This is an optimization exercise on Yosys and OpenROAD, whose aim is small area and a short achievable clock period, not a production implementation. In this exercise RTL edits were held to simulation tests only and were not proved equivalent to the original.

Design multiply, start of the top module:
module multiply(
    input wire clk,
    input wire resetn,
    input wire[31:0] A,
    input wire[31:0] B,
    input wire sign,
    output wire[63:0] result
);
clock: 6.5 ns
lec_check: 0
cap_margin: 20
core_margin: 2
core_utilization: 45
place_density: 0.6
setup_slack_margin: 1.75
slew_margin: 20
synth_hierarchical: 1
standard.sh (not shown) runs the stock make flow with config.mk's settings and CLKGATE_MAP_FILE= SYNTH_SCRIPT=/design/flow/synth_recipe.tcl, a recipe that flattens the netlist after the stock synthesis.
==> flow/flow/run.sh <==
#!/bin/bash
# Own layout flow: the standard synthesis, then every combinational cell set to
# its smallest drive strength (registers untouched), then the standard layout,
# whose repair steps size cells up again where timing needs it.
set -euo pipefail
here=$(pwd)
res=$here/orfs/results/$FLOW_PLATFORM/multiply/base
bash standard.sh synth > $here/log_synth.txt 2>&1
cp $res/1_2_yosys.v $here/1_2_yosys.orig.v
python3 $here/flow/downsize.py $FLOW_HOME/platforms/$FLOW_PLATFORM/lib/sky130_fd_sc_hd__tt_025C_1v80.lib \
    $here/1_2_yosys.orig.v $res/1_2_yosys.v > $here/log_downsize.txt 2>&1
# make the netlist newer than its sources so only the later steps rerun
touch $res/1_2_yosys.v $res/1_2_yosys.sdc
bash standard.sh "BUFFER_PORTS_ARGS=-buffer_cell sky130_fd_sc_hd__buf_1" finish > $here/log_layout.txt 2>&1
==> flow/flow/downsize.py <==
#!/usr/bin/env python3
"""Set each combinational cell of a mapped netlist to the smallest drive strength
of its kind that the library has (registers and special cells untouched)."""
import re, sys
lib, src, dst = sys.argv[1:4]
cells = set(re.findall(r'cell\s*\(\s*"?(sky130_fd_sc_hd__\w+)"?\s*\)', open(lib).read()))
keep = re.compile(r'sky130_fd_sc_hd__(df|edf|sdf|sedf|dl|conb|clk|tap|fill|decap|diode|probe|lpflow)')
text = open(src).read()
count = {}
def repl(m):
    name = m.group(0)
    if keep.match(name):
        return name
    mm = re.match(r'(sky130_fd_sc_hd__\w+?)_(\d+)$', name)
    if not mm:
        return name
    base, size = mm.group(1), int(mm.group(2))
    for s in (1,):
        cand = f"{base}_{s}"
        if s < size and cand in cells:
            count[name] = count.get(name, 0) + 1
            return cand
    return name
out = re.sub(r'sky130_fd_sc_hd__\w+', repl, text)
open(dst, 'w').write(out)
for k, v in sorted(count.items(), key=lambda x: -x[1]):
    print(k, v)
Next try:
--- a/flow/config.mk
+++ b/flow/config.mk
@@ -10,5 +10,4 @@
 export CORE_UTILIZATION = 45
 export PLACE_DENSITY = 0.6
-export SETUP_SLACK_MARGIN = 1.75
 export SLEW_MARGIN = 20
 export SYNTH_HIERARCHICAL = 1
=> Worst hold slack gets better by 0.013 ns; die area is unchanged; sequential share of layout area rose by 0.28 points; worst setup slack gets worse by 0.51 ns; design area fell by a few percent; flip-flop and latch count does not change; first-iteration DRC count rose by roughly a tenth; non-clock buffer count fell by 8; global-route usage fell by 0.99 points.
Next try:
--- a/flow/config.mk
+++ b/flow/config.mk
@@ -10,4 +10,5 @@
 export CORE_UTILIZATION = 45
 export PLACE_DENSITY = 0.6
+export SETUP_SLACK_MARGIN = 0.5
 export SLEW_MARGIN = 20
 export SYNTH_HIERARCHICAL = 1
What happened:
- The changed run passed the timing, DRC and antenna checks
- design area stays the same
- sequential cell count stays the same
- utilization does not change
- critical path depth does not change
- setup slack is unchanged

* * *

wip/garnet:
multiply, a different RTL version from the one above (not shown whole).
Size: about 130 I/O pins, about 27000 um^2 of cells after synthesis.
Settings: LEC_CHECK=0, CAP_MARGIN=20, CORE_MARGIN=2, CORE_UTILIZATION=45, PLACE_DENSITY=0.6, SETUP_SLACK_MARGIN=2.25, SLEW_MARGIN=20, SYNTH_HIERARCHICAL=1; clock period 6.5 ns.
Scripts as last shown in full above: flow/flow/run.sh, flow/flow/downsize.py
Modified inputs, wip/harbor compared to wip/garnet
Settings: CORE_UTILIZATION: 45 -> 50; SETUP_SLACK_MARGIN: 2.25 -> 2.5; PLACE_DENSITY: 0.6 -> 0.65.
==> flow/run.sh (new file) <==
#!/bin/bash
# synth_recipe.tcl (not shown) runs the flow's synth.tcl, then flattens the netlist and writes it again
# the make line also repeats each setting of config.mk as NAME=value (left out here)
make -C /OpenROAD-flow-scripts/flow DESIGN_CONFIG=/design/flow/config.mk WORK_HOME=/design/flow/orfs CLKGATE_MAP_FILE= SYNTH_SCRIPT=/design/flow/synth_recipe.tcl finish
removed: flow/flow/run.sh
removed: flow/flow/downsize.py
removed: flow/standard.sh
Notes after the runs:
Measured against each other, wip/garnet and wip/harbor differ in proportion of cell area occupied by registers, the higher figure coming from wip/garnet. Measured against wip/garnet, the cell area of wip/harbor comes out at 1.18 times the reference value. Total number of tap cells went up slightly going from wip/garnet to wip/harbor. Of the two values seen for most common library cell in the layout ignoring fill and taps, a22oi_2 was produced by wip/harbor and xnor2_1 by wip/garnet. Of the two values seen for critical path capture point, result[57] was produced by wip/harbor and result[48] by wip/garnet. From wip/garnet to wip/harbor the numbers moved as follows: buffers inserted during post-CTS setup optimization now sits higher; multi-input logic area now sits higher.
--- input diff wip/harbor..wip/quartz ---
Settings: setting CTS_BUF_LIST to sky130_fd_sc_hd__clkbuf_8 for the first time; changing SETUP_SLACK_MARGIN from 2.5 to 1.5.
==> flow/flow/run.sh (new file) <==
#!/bin/bash
# Own layout flow: the standard synthesis, then every combinational cell set to
# its smallest drive strength (registers untouched), then the standard layout,
# whose repair steps size cells up again where timing needs it.
set -euo pipefail
here=$(pwd)
res=$here/orfs/results/$FLOW_PLATFORM/multiply/base
bash standard.sh synth > $here/log_synth.txt 2>&1
cp $res/1_2_yosys.v $here/1_2_yosys.orig.v
python3 $here/flow/downsize.py $FLOW_HOME/platforms/$FLOW_PLATFORM/lib/sky130_fd_sc_hd__tt_025C_1v80.lib \
    $here/1_2_yosys.orig.v $res/1_2_yosys.v > $here/log_downsize.txt 2>&1
# make the netlist newer than its sources so only the later steps rerun
touch $res/1_2_yosys.v $res/1_2_yosys.sdc
bash standard.sh "BUFFER_PORTS_ARGS=-buffer_cell sky130_fd_sc_hd__buf_1" finish > $here/log_layout.txt 2>&1
==> flow/flow/downsize.py (new file) <==
#!/usr/bin/env python3
"""Set each combinational cell of a mapped netlist to the smallest drive strength
of its kind that the library has (registers and special cells untouched)."""
import re, sys
lib, src, dst = sys.argv[1:4]
cells = set(re.findall(r'cell\s*\(\s*"?(sky130_fd_sc_hd__\w+)"?\s*\)', open(lib).read()))
keep = re.compile(r'sky130_fd_sc_hd__(df|edf|sdf|sedf|dl|conb|clk|tap|fill|decap|diode|probe|lpflow)')
text = open(src).read()
count = {}
def repl(m):
    name = m.group(0)
    if keep.match(name):
        return name
    mm = re.match(r'(sky130_fd_sc_hd__\w+?)_(\d+)$', name)
    if not mm:
        return name
    base, size = mm.group(1), int(mm.group(2))
    for s in (1,):
        cand = f"{base}_{s}"
        if s < size and cand in cells:
            count[name] = count.get(name, 0) + 1
            return cand
    return name
out = re.sub(r'sky130_fd_sc_hd__\w+', repl, text)
open(dst, 'w').write(out)
for k, v in sorted(count.items(), key=lambda x: -x[1]):
    print(k, v)
==> flow/standard.sh (new file) <==
#!/bin/bash
# synth_recipe.tcl (not shown) runs the flow's synth.tcl, then flattens the netlist and writes it again
# the make line also repeats each setting of config.mk as NAME=value (left out here)
make -C /OpenROAD-flow-scripts/flow DESIGN_CONFIG=/design/flow/config.mk WORK_HOME=/design/flow/orfs CLKGATE_MAP_FILE= SYNTH_SCRIPT=/design/flow/synth_recipe.tcl "${@:-finish}"
removed: flow/run.sh
[summary]
Die area, wip/quartz and wip/harbor: higher on wip/harbor. Compared with wip/harbor, wip/quartz instantiates a smaller number of cells. In terms of starting utilization of the core area, wip/quartz and wip/harbor differ only marginally. wip/quartz went all the way through the flow, and no timing, DRC or antenna check failed. Worst setup slack in wip/quartz is 0.20 ns lower than in wip/harbor.

* * *

== try-garnet ==
Starting RTL as in the previous note.
clock: 6.5 ns
lec_check: 0
cap_margin: 20
core_margin: 2
core_utilization: 45
place_density: 0.6
setup_slack_margin: 1.0
slew_margin: 20
synth_hierarchical: 1
==> flow/flow/run.sh <==
#!/bin/bash
# Own layout flow: the standard synthesis, then every combinational cell set to
# its smallest drive strength (registers untouched), then the standard layout,
# whose repair steps size cells up again where timing needs it.
set -euo pipefail
here=$(pwd)
res=$here/orfs/results/$FLOW_PLATFORM/multiply/base
bash standard.sh synth > $here/log_synth.txt 2>&1
cp $res/1_2_yosys.v $here/1_2_yosys.orig.v
python3 $here/flow/downsize.py $FLOW_HOME/platforms/$FLOW_PLATFORM/lib/sky130_fd_sc_hd__tt_025C_1v80.lib \
    $here/1_2_yosys.orig.v $res/1_2_yosys.v > $here/log_downsize.txt 2>&1
# make the netlist newer than its sources so only the later steps rerun
touch $res/1_2_yosys.v $res/1_2_yosys.sdc
bash standard.sh "BUFFER_PORTS_ARGS=-buffer_cell sky130_fd_sc_hd__buf_1" finish > $here/log_layout.txt 2>&1
==> flow/flow/downsize.py <==
#!/usr/bin/env python3
"""Set each combinational cell of a mapped netlist to the smallest drive strength
of its kind that the library has (registers and special cells untouched)."""
import re, sys
lib, src, dst = sys.argv[1:4]
cells = set(re.findall(r'cell\s*\(\s*"?(sky130_fd_sc_hd__\w+)"?\s*\)', open(lib).read()))
keep = re.compile(r'sky130_fd_sc_hd__(df|edf|sdf|sedf|dl|conb|clk|tap|fill|decap|diode|probe|lpflow)')
text = open(src).read()
count = {}
def repl(m):
    name = m.group(0)
    if keep.match(name):
        return name
    mm = re.match(r'(sky130_fd_sc_hd__\w+?)_(\d+)$', name)
    if not mm:
        return name
    base, size = mm.group(1), int(mm.group(2))
    for s in (1,):
        cand = f"{base}_{s}"
        if s < size and cand in cells:
            count[name] = count.get(name, 0) + 1
            return cand
    return name
out = re.sub(r'sky130_fd_sc_hd__\w+', repl, text)
open(dst, 'w').write(out)
for k, v in sorted(count.items(), key=lambda x: -x[1]):
    print(k, v)
try-garnet has completed all stages; timing, DRC and antenna checks passed.
## Diff of input files: try-ember against try-garnet
-- flow/config.mk --
<<< try-garnet, line 11
>>> try-ember, line 11
export CTS_BUF_LIST = sky130_fd_sc_hd__clkbuf_8
<<< try-garnet, line 12
export SETUP_SLACK_MARGIN = 1.0
>>> try-ember, line 13
export SETUP_SLACK_MARGIN = 1.25
Findings:
Cell area after layout delta (try-ember − try-garnet): favourable
Cell count essentially unchanged between try-garnet and try-ember.
Pin count of the biggest net entering global routing in try-ember is 1 below try-garnet.
Going from try-garnet to try-ember, the setup slack was found to have gone up by 0.16 ns.
Looking at fmax, try-ember sits 0.0065 GHz above try-garnet.
Here is what was changed in the inputs of try-harbor compared with try-ember.
-- flow/config.mk --
<<< try-ember, line 10
export CORE_UTILIZATION = 45
export CTS_BUF_LIST = sky130_fd_sc_hd__clkbuf_8
export PLACE_DENSITY = 0.6
export SETUP_SLACK_MARGIN = 1.25
>>> try-harbor, line 10
export CORE_UTILIZATION = 55
export PLACE_DENSITY = 0.68
export SETUP_SLACK_MARGIN = 1.5
## What came out
A launching element of the worst setup path of B[21] is what try-harbor shows, while rup[0] belongs to try-ember.
Relative to try-ember, the required time of the worst setup path of try-harbor is higher by 1.71 ns.
Summary of try-harbor over try-ember: design area moved up, timing-limited maximum frequency moved up.
Row data arrival at the endpoint of the critical path: try-harbor higher / try-ember lower
Of try-ember and try-harbor, the run reporting the higher count of TritonRoute iterations in the first routing pass was try-harbor.
From try-ember to try-harbor the numbers moved as follows: met3 track demand over resource up 2.4 points; clock network area share now sits higher.
Final layout net count across try-ember and try-harbor: no real change.
Modified inputs, try-raven compared to try-harbor
-- flow/config.mk --
<<< try-harbor, line 10
export CORE_UTILIZATION = 55
export PLACE_DENSITY = 0.68
export SETUP_SLACK_MARGIN = 1.5
>>> try-raven, line 10
export CORE_UTILIZATION = 45
export CTS_BUF_LIST = sky130_fd_sc_hd__clkbuf_8
export PLACE_DENSITY = 0.6
export SETUP_SLACK_MARGIN = 2.0
- Compared with try-harbor, in try-raven number of filler instances in the final layout now sits higher, final non-filler cell area now sits higher.
- Global-route wire length before repair (lower): try-harbor
- Routed wire in try-raven totals more than in try-harbor.
- Taking try-harbor as the reference, in try-raven last weighted congestion value of the routability-driven placer went down by about 4%, critical path required time went down by 1.71 ns, final critical-path share of the clock period went down by 1.8 points.
- The core of try-raven is less densely filled than that of try-harbor.
- Looking only at number of ordinary and repair buffers in the finished layout, and setting everything else aside, the lower value of try-raven and try-harbor goes to try-harbor.
> inputs changed (try-raven -> try-zinc)
-- flow/config.mk --
<<< try-raven, line 11
export CTS_BUF_LIST = sky130_fd_sc_hd__clkbuf_8
>>> try-zinc, line 11
<<< try-raven, line 13
export SETUP_SLACK_MARGIN = 2.0
>>> try-zinc, line 12
export SETUP_SLACK_MARGIN = 1.5
Results
Delta(post-route clock period utilization, try-zinc - try-raven) > 0. Taking try-raven as the reference, in try-zinc floorplan die area barely changed, largest fanout of any net on the critical path moved up. Compared with try-raven, try-zinc shows final cell count that has gone down slightly. The type of the worst setup path comes out in -> reg in one run and reg -> out in the other, namely in try-zinc and try-raven respectively.

static timing again, ports no longer ideal:
No port has a modelled driver above. Below, the same layouts with a new extraction and two added sets of constraints.
Step 1: set_driving_cell puts a clkbuf_16 on clk and a buf_2 on each other input, an assumption about the parent block.
Step 2 also shifts input and output timing later by t, the mid clock arrival at the registers, as if the neighbouring blocks saw the same clock.
a / b / c = no drivers / after step 1 / after step 2; a / b = the first two.
run | t, ns | slack for setup (ns) | worst setup path after step 2 | worst data-port slew with drivers (ns)
the first run of note 1 | 0.546 | 1.788 / 1.811 / 1.277 | input to register | 0.06
the second run of note 1 | 0.547 | 1.281 / 1.219 / 0.833 | input to register | 0.09
the third run of note 1 | 0.547 | 1.281 / 1.219 / 0.833 | input to register | 0.09
wip/garnet | 0.575 | 1.801 / 1.736 / 1.575 | input to register | 0.19
wip/harbor | 0.580 | 1.827 / 1.764 / 1.625 | input to register | 0.11
wip/quartz | 0.651 | 1.623 / 1.635 / 0.983 | input to register | 0.21
try-garnet | 0.576 | 1.397 / 1.331 / 0.883 | input to register | 0.09
try-ember | 0.640 | 1.561 / 1.500 / 0.984 | input to register | 0.13
try-harbor | 0.586 | 1.604 / 1.624 / 1.055 | input to register | 0.15
try-raven | 0.631 | 1.720 / 1.665 / 1.453 | input to register | 0.04
try-zinc | 0.575 | 1.534 / 1.573 / 0.999 | input to register | 0.11
After both steps setup and hold are still met in every run listed. The setup slack of wip/quartz, which loses most, moves by +0.012 ns with the drivers and by -0.640 ns with both steps.
